Source: an optimization exercise on an open RTL-to-GDS flow (aim: small area and a short achievable clock period). Production flows keep margins and buffers that such runs may drop.
Where RTL was checked, it was by simulation tests only, not by an equivalence proof against the original.
Power figures rest on the tool's default switching activity, not on a simulated workload.

lane 1:
// FIRLPF
module FIRLPF(
       input                     Clock,
       input                     Rst_n,
       input      signed  [31:0] InputData1,
       output     signed  [31:0] OutputData
);
reg [5:0] Count;
always @(posedge Clock or negedge Rst_n)
  if (!Rst_n)             Count <= 6'd0;
  else if (Count < 6'd39) Count <= Count + 6'd1;
  else                    Count <= 6'd0;
reg [22:0] rom;
always @* begin
  case (Count)
    6'd0: rom = 23'b00000001000000100000000;
    6'd1: rom = 23'b00000001000000100000000;
    6'd2: rom = 23'b00000001000000100000000;
    6'd3: rom = 23'b00000000100000000000000;
    6'd4: rom = 23'b00000000000000000000001;
    6'd5: rom = 23'b00000010000000010000000;
    6'd6: rom = 23'b00100000000000100000000;
    6'd7: rom = 23'b00100001000000000000000;
    6'd8: rom = 23'b00000000100000000000010;
    6'd9: rom = 23'b01000001000010000000000;
    6'd10: rom = 23'b00100000100001000000100;
    6'd11: rom = 23'b01001000000011000000010;
    6'd12: rom = 23'b00100000001000010100001;
  ...
Size in the first run: ~2300 cells after synthesis, about 400 flip-flops, about 66 I/O pins, ~23000 um^2 of cells after synthesis.
clock: 11.0 ns
lec_check: 0
cap_margin: 20
cell_pad_in_sites_detail_placement: 1
core_margin: 2
core_utilization: 30
place_density: 0.5
slew_margin: 20
synth_hierarchical: 1
synth_minimum_keep_size: 0
standard.sh (not shown) runs the stock make flow with config.mk's settings and CLKGATE_MAP_FILE= SYNTH_SCRIPT=/design/flow/synth_recipe.tcl, a recipe that flattens the netlist after the stock synthesis.
==> flow/flow/run.sh <==
#!/bin/bash
# The standard layout (standard.sh), with two changes to how it is made:
# - the port buffers that global placement inserts use buf_2 instead of the
#   flow's default pick, a slow delay buffer;
# - repair_design also keeps each net's fanout at most 16, with real buffers rather than delay cells (pre_resize.tcl), so
#   high-fanout nets are buffered.
# Everything else, including synthesis, is the standard flow's. Each tool's
# full output goes to standard.log in the work folder (and the ORFS logs).
set -euo pipefail
here=$(cd "$(dirname "$0")" && pwd)
export BUFFER_PORTS_ARGS="-buffer_cell sky130_fd_sc_hd__buf_2"
export PRE_RESIZE_TCL="$here/pre_resize.tcl"
bash standard.sh > standard.log 2>&1
==> flow/flow/pre_resize.tcl <==
# Sourced by ORFS before repair_design (placement resizing step): buffer
# high-fanout nets, and do it with ordinary buffers, not delay cells.
set_dont_use [get_lib_cells {sky130_fd_sc_hd__clkdlybuf4s* sky130_fd_sc_hd__dlygate* sky130_fd_sc_hd__dlymetal* sky130_fd_sc_hd__buf_1 sky130_fd_sc_hd__clkbuf_1}]
set_max_fanout 16 [current_design]
Input-level comparison between lane 2 and lane 1:
==> flow/flow/run.sh <==
#!/bin/bash
# The standard layout (standard.sh), with two changes to how it is made:
# - the port buffers that global placement inserts use buf_4 instead of the
#   flow's default pick, a slow delay buffer;
# - repair_design also keeps each net's fanout at most 10 (pre_resize.tcl), so
#   high-fanout nets are buffered.
# Everything else, including synthesis, is the standard flow's. Each tool's
# full output goes to standard.log in the work folder (and the ORFS logs).
set -euo pipefail
here=$(cd "$(dirname "$0")" && pwd)
export BUFFER_PORTS_ARGS="-buffer_cell sky130_fd_sc_hd__buf_4"
export PRE_RESIZE_TCL="$here/pre_resize.tcl"
bash standard.sh > standard.log 2>&1
==> flow/flow/pre_resize.tcl <==
# Sourced by ORFS before repair_design (placement resizing step).
set_max_fanout 10 [current_design]
For lane 2, the end point of the critical path was Sc[11], unlike lane 1, where it was Sc[20]. Changes observed in lane 2 relative to lane 1: area growth from synthesis to final layout increased 7.2 points, net switching fraction of the power fell 0.21 points, routed wire length grew by 4100 um, worst setup slack went down. Of the two values seen for highest-delay cell along the critical path, clkdlybuf4s50_1 was produced by lane 2 and dfxtp_1 by lane 1. [compare] base=lane 1 new=lane 2: met2 layer usage reported by global route increased 1.6 points, first-pass GRT wire length increased about 4%.
Function was not checked in any run of this note: the RTL went through the layout flow alone.

## raven
FIRLPF, a different RTL version from the one above (not shown whole).
Size: roughly 2000 cells after synthesis, roughly 66 I/O pins, ~22000 µm² of cells after synthesis.
==> flow/config.mk <==
export PLATFORM = sky130hd
export DESIGN_NAME = FIRLPF
export DESIGN_NICKNAME = FIRLPF
export VERILOG_FILES = /design/flow/design.v
export SDC_FILE = /design/flow/constraint.sdc
export NUM_CORES = 4
export LEC_CHECK = 0
export CAP_MARGIN = 20
export CELL_PAD_IN_SITES_DETAIL_PLACEMENT = 1
export CORE_MARGIN = 2
export CORE_UTILIZATION = 30
export CTS_CLUSTER_DIAMETER = 60
export CTS_CLUSTER_SIZE = 30
export PLACE_DENSITY = 0.5
export SLEW_MARGIN = 20
export SYNTH_HIERARCHICAL = 1
export SYNTH_MINIMUM_KEEP_SIZE = 0
==> flow/constraint.sdc <==
create_clock -name core_clock -period 11.0 [get_ports {Clock}]
set_input_delay 2.2000 -clock core_clock [delete_from_list [all_inputs] [get_ports {Clock}]]
set_output_delay 2.2000 -clock core_clock [all_outputs]
set_load 0.01 [all_outputs]
==> flow/flow/run.sh <==
#!/bin/bash
# The standard layout (standard.sh) with two changes to how it is made:
# - the port buffers that global placement inserts use buf_2 instead of the
#   flow's default pick, a slow delay buffer;
# - after placement resizing (repair_design), cells that drive many loads
#   get a stronger drive strength of the same cell, adder cells excepted
#   (post_resize.tcl);
#   detailed placement then legalizes them as usual.
# Everything else, including synthesis, is the standard flow's. The tools'
# full output goes to standard.log in the work folder (and to the ORFS logs
# under orfs/logs).
set -euo pipefail
here=$(cd "$(dirname "$0")" && pwd)
export BUFFER_PORTS_ARGS="-buffer_cell sky130_fd_sc_hd__buf_2"
export POST_RESIZE_TCL="$here/post_resize.tcl"
bash standard.sh > standard.log 2>&1
==> flow/flow/post_resize.tcl <==
# Sourced by ORFS after repair_design in the placement resizing step.
# Cells whose output drives more than 6 pins get the _4 drive strength of the
# same cell, more than 3 pins the _2 one, where the library has it (same
# function; flip-flops stay the same type of flip-flop). Adder cells are
# left alone.
set n_up 0
foreach inst [get_cells *] {
  set master [get_property $inst ref_name]
  if {![regexp {^(sky130_fd_sc_hd__[a-z0-9]+)_([0-9]+)$} $master -> base drive]} { continue }
  if {[string match "*clkbuf*" $base] || [string match "*dly*" $base] || [string match "*tap*" $base]} { continue }
  # the adders' cells (half adders and prefix cells) are left as they are
  if {[regexp {__(ha|fa|a21o)$} $base]} { continue }
  set fo 0
  foreach pin [get_pins -of_objects $inst -filter "direction == output"] {
    set net [get_nets -of_objects $pin]
    if {$net eq ""} { continue }
    incr fo [llength [get_pins -of_objects $net -filter "direction == input"]]
  }
  if {$fo > 6} { set want 4 } elseif {$fo > 3} { set want 2 } else { continue }
  if {$drive >= $want} { continue }
  if {[llength [get_lib_cells -quiet ${base}_$want]] == 0} { continue }
  replace_cell $inst ${base}_$want
  incr n_up
}
puts "post_resize.tcl: upsized $n_up cells"
## Diff of input files: lagoon against raven
diff --git a/flow/flow/run.sh b/flow/flow/run.sh
--- a/flow/flow/run.sh
+++ b/flow/flow/run.sh
@@ -5,4 +5,3 @@
 # - after placement resizing (repair_design), cells that drive many loads
-#   get a stronger drive strength of the same cell, adder cells excepted
-#   (post_resize.tcl);
+#   get a stronger drive strength of the same cell (post_resize.tcl);
 #   detailed placement then legalizes them as usual.
diff --git a/flow/flow/post_resize.tcl b/flow/flow/post_resize.tcl
--- a/flow/flow/post_resize.tcl
+++ b/flow/flow/post_resize.tcl
@@ -3,4 +3,3 @@
 # same cell, more than 3 pins the _2 one, where the library has it (same
-# function; flip-flops stay the same type of flip-flop). Adder cells are
-# left alone.
+# function; flip-flops stay the same type of flip-flop).
 set n_up 0
@@ -10,4 +9,2 @@
   if {[string match "*clkbuf*" $base] || [string match "*dly*" $base] || [string match "*tap*" $base]} { continue }
-  # the adders' cells (half adders and prefix cells) are left as they are
-  if {[regexp {__(ha|fa|a21o)$} $base]} { continue }
   set fo 0
[summary]
Of lagoon and raven, it is lagoon that has the lower DRC marker count from the first detailed-route iteration.
~same number of global-route vias before repair in raven and lagoon
Side by side, clock tree buffer count of the final layout turned out lower in lagoon than in raven.
Diff raven -> lagoon: minimum clock period down 0.0033 ns, hold slack flat, wire length flat.
For quartz, these inputs were changed with respect to lagoon:
# lagoon
export LEC_CHECK = 0
export CAP_MARGIN = 20
export CELL_PAD_IN_SITES_DETAIL_PLACEMENT = 1
export CORE_MARGIN = 2
export CORE_UTILIZATION = 30
export CTS_CLUSTER_DIAMETER = 60
export CTS_CLUSTER_SIZE = 30
export PLACE_DENSITY = 0.5
export SLEW_MARGIN = 20
export SYNTH_HIERARCHICAL = 1
export SYNTH_MINIMUM_KEEP_SIZE = 0
create_clock -name core_clock -period 11.0 [get_ports {Clock}]
# quartz
export LEC_CHECK = 0
export CAP_MARGIN = 20
export CELL_PAD_IN_SITES_DETAIL_PLACEMENT = 1
export CORE_MARGIN = 2
export CORE_UTILIZATION = 30
export PLACE_DENSITY = 0.5
export SLEW_MARGIN = 20
export SYNTH_HIERARCHICAL = 1
export SYNTH_MINIMUM_KEEP_SIZE = 0
create_clock -name core_clock -period 11.0 [get_ports {Clock}]
diff --git a/flow/flow/run.sh b/flow/flow/run.sh
--- a/flow/flow/run.sh
+++ b/flow/flow/run.sh
@@ -5,3 +5,4 @@
 # - after placement resizing (repair_design), cells that drive many loads
-#   get a stronger drive strength of the same cell (post_resize.tcl);
+#   and flip-flops that feed output ports get a stronger drive strength of
+#   the same cell (post_resize.tcl);
 #   detailed placement then legalizes them as usual.
diff --git a/flow/flow/post_resize.tcl b/flow/flow/post_resize.tcl
--- a/flow/flow/post_resize.tcl
+++ b/flow/flow/post_resize.tcl
@@ -1,4 +1,5 @@
 # Sourced by ORFS after repair_design in the placement resizing step.
-# Cells whose output drives more than 6 pins get the _4 drive strength of the
-# same cell, more than 3 pins the _2 one, where the library has it (same
+# Cells whose output drives more than 6 pins, and flip-flops that drive an
+# output port's buffer, get the _4 drive strength of the same cell; cells
+# driving more than 3 pins the _2 one, where the library has it (same
 # function; flip-flops stay the same type of flip-flop).
@@ -15,3 +16,14 @@
   }
-  if {$fo > 6} { set want 4 } elseif {$fo > 3} { set want 2 } else { continue }
+  # flip-flops that feed an output port's buffer get the strongest drive
+  set to_port 0
+  if {[regexp {^sky130_fd_sc_hd__df} $base]} {
+    foreach pin [get_pins -of_objects $inst -filter "direction == output"] {
+      set net [get_nets -of_objects $pin]
+      if {$net eq ""} { continue }
+      foreach ld [get_pins -of_objects $net -filter "direction == input"] {
+        if {[string match "output*" [get_name [get_cells -of_objects $ld]]]} { set to_port 1 }
+      }
+    }
+  }
+  if {$fo > 6 || $to_port} { set want 4 } elseif {$fo > 3} { set want 2 } else { continue }
   if {$drive >= $want} { continue }
quartz — number of vias after detailed routing 190 higher, lagoon as reference. From lagoon to quartz the numbers moved as follows: area of all placed cells without fillers +about 1.6%, clock power share +3.1 points, power +about 4.4%. Sequential cell area share: quartz and lagoon compared, higher one is lagoon. Re global-route usage over all layers: quartz is 0.21 points up on lagoon. Worst slew margin relative to its limit, quartz and lagoon, lower one = quartz. On flip-flop and latch count, quartz and lagoon are neck and neck. Between quartz and lagoon, it is quartz whose combinational share of power is lower, by 1.9 points.
For ember, these inputs were changed with respect to quartz:
# quartz
export LEC_CHECK = 0
export CAP_MARGIN = 20
export CELL_PAD_IN_SITES_DETAIL_PLACEMENT = 1
export CORE_MARGIN = 2
export CORE_UTILIZATION = 30
export PLACE_DENSITY = 0.5
export SLEW_MARGIN = 20
export SYNTH_HIERARCHICAL = 1
export SYNTH_MINIMUM_KEEP_SIZE = 0
create_clock -name core_clock -period 11.0 [get_ports {Clock}]
# ember
export LEC_CHECK = 0
export CAP_MARGIN = 20
export CELL_PAD_IN_SITES_DETAIL_PLACEMENT = 1
export CORE_MARGIN = 2
export CORE_UTILIZATION = 30
export CTS_CLUSTER_DIAMETER = 60
export CTS_CLUSTER_SIZE = 30
export PLACE_DENSITY = 0.5
export SLEW_MARGIN = 20
export SYNTH_HIERARCHICAL = 1
export SYNTH_MINIMUM_KEEP_SIZE = 0
create_clock -name core_clock -period 11.0 [get_ports {Clock}]
--- outcome ---
- Compared to quartz, ember has part of the power in the clock network 2.0 points lower.
- ember -> quartz: global routing usage on met1 flat
- ember reports a lower total clock buffers created by CTS than quartz does.
- The maximum ir drop on the vdd rail of ember was superior to that of quartz.
- met3 wirelength from detailed routing was higher in the run labelled ember.
- From quartz to ember the numbers moved as follows: final instance count without filler cells now smaller; design area now smaller.

==> separate check: timing with driven ports <==
How much do the figures lean on ideal ports? The routed layouts below were timed once more, with nothing changed but the port constraints. Step 1 assumes that a clkbuf_16 drives the clock port and a buf_2 every other input. Step 2 adds t to the input delays and takes it off the output delays; t is the mean of the earliest and latest rising clock arrival at the registers after step 1. Input paths then give back, and output paths get back, about the clock's delay inside the block. a / b / c = no drivers / after step 1 / after step 2; a / b = the first two.
run | shift t [ns] | setup WS [ns] | hold slack, ns | clock arrival spread, ns | worst register clock-pin slew, ns
lane 1 | 0.639 | 6.977 / 6.977 / 6.977 | 0.322 / 0.322 / 0.322 | 0.035 / 0.035 | 0.06 / 0.06
lane 2 | 0.652 | 5.260 / 5.260 / 5.260 | 0.313 / 0.313 / 0.313 | 0.033 / 0.034 | 0.06 / 0.06
raven | 0.623 | 7.550 / 7.489 / 7.746 | 0.307 / 0.307 / 0.307 | 0.041 / 0.041 | 0.10 / 0.10
lagoon | 0.620 | 7.553 / 7.492 / 7.753 | 0.306 / 0.306 / 0.306 | 0.036 / 0.036 | 0.10 / 0.10
quartz | 0.639 | 7.545 / 7.490 / 7.751 | 0.323 / 0.323 / 0.323 | 0.022 / 0.022 | 0.07 / 0.07
ember | 0.629 | 7.535 / 7.475 / 7.727 | 0.315 / 0.315 / 0.315 | 0.038 / 0.038 | 0.10 / 0.10
After both steps setup and hold are still met in every run listed.
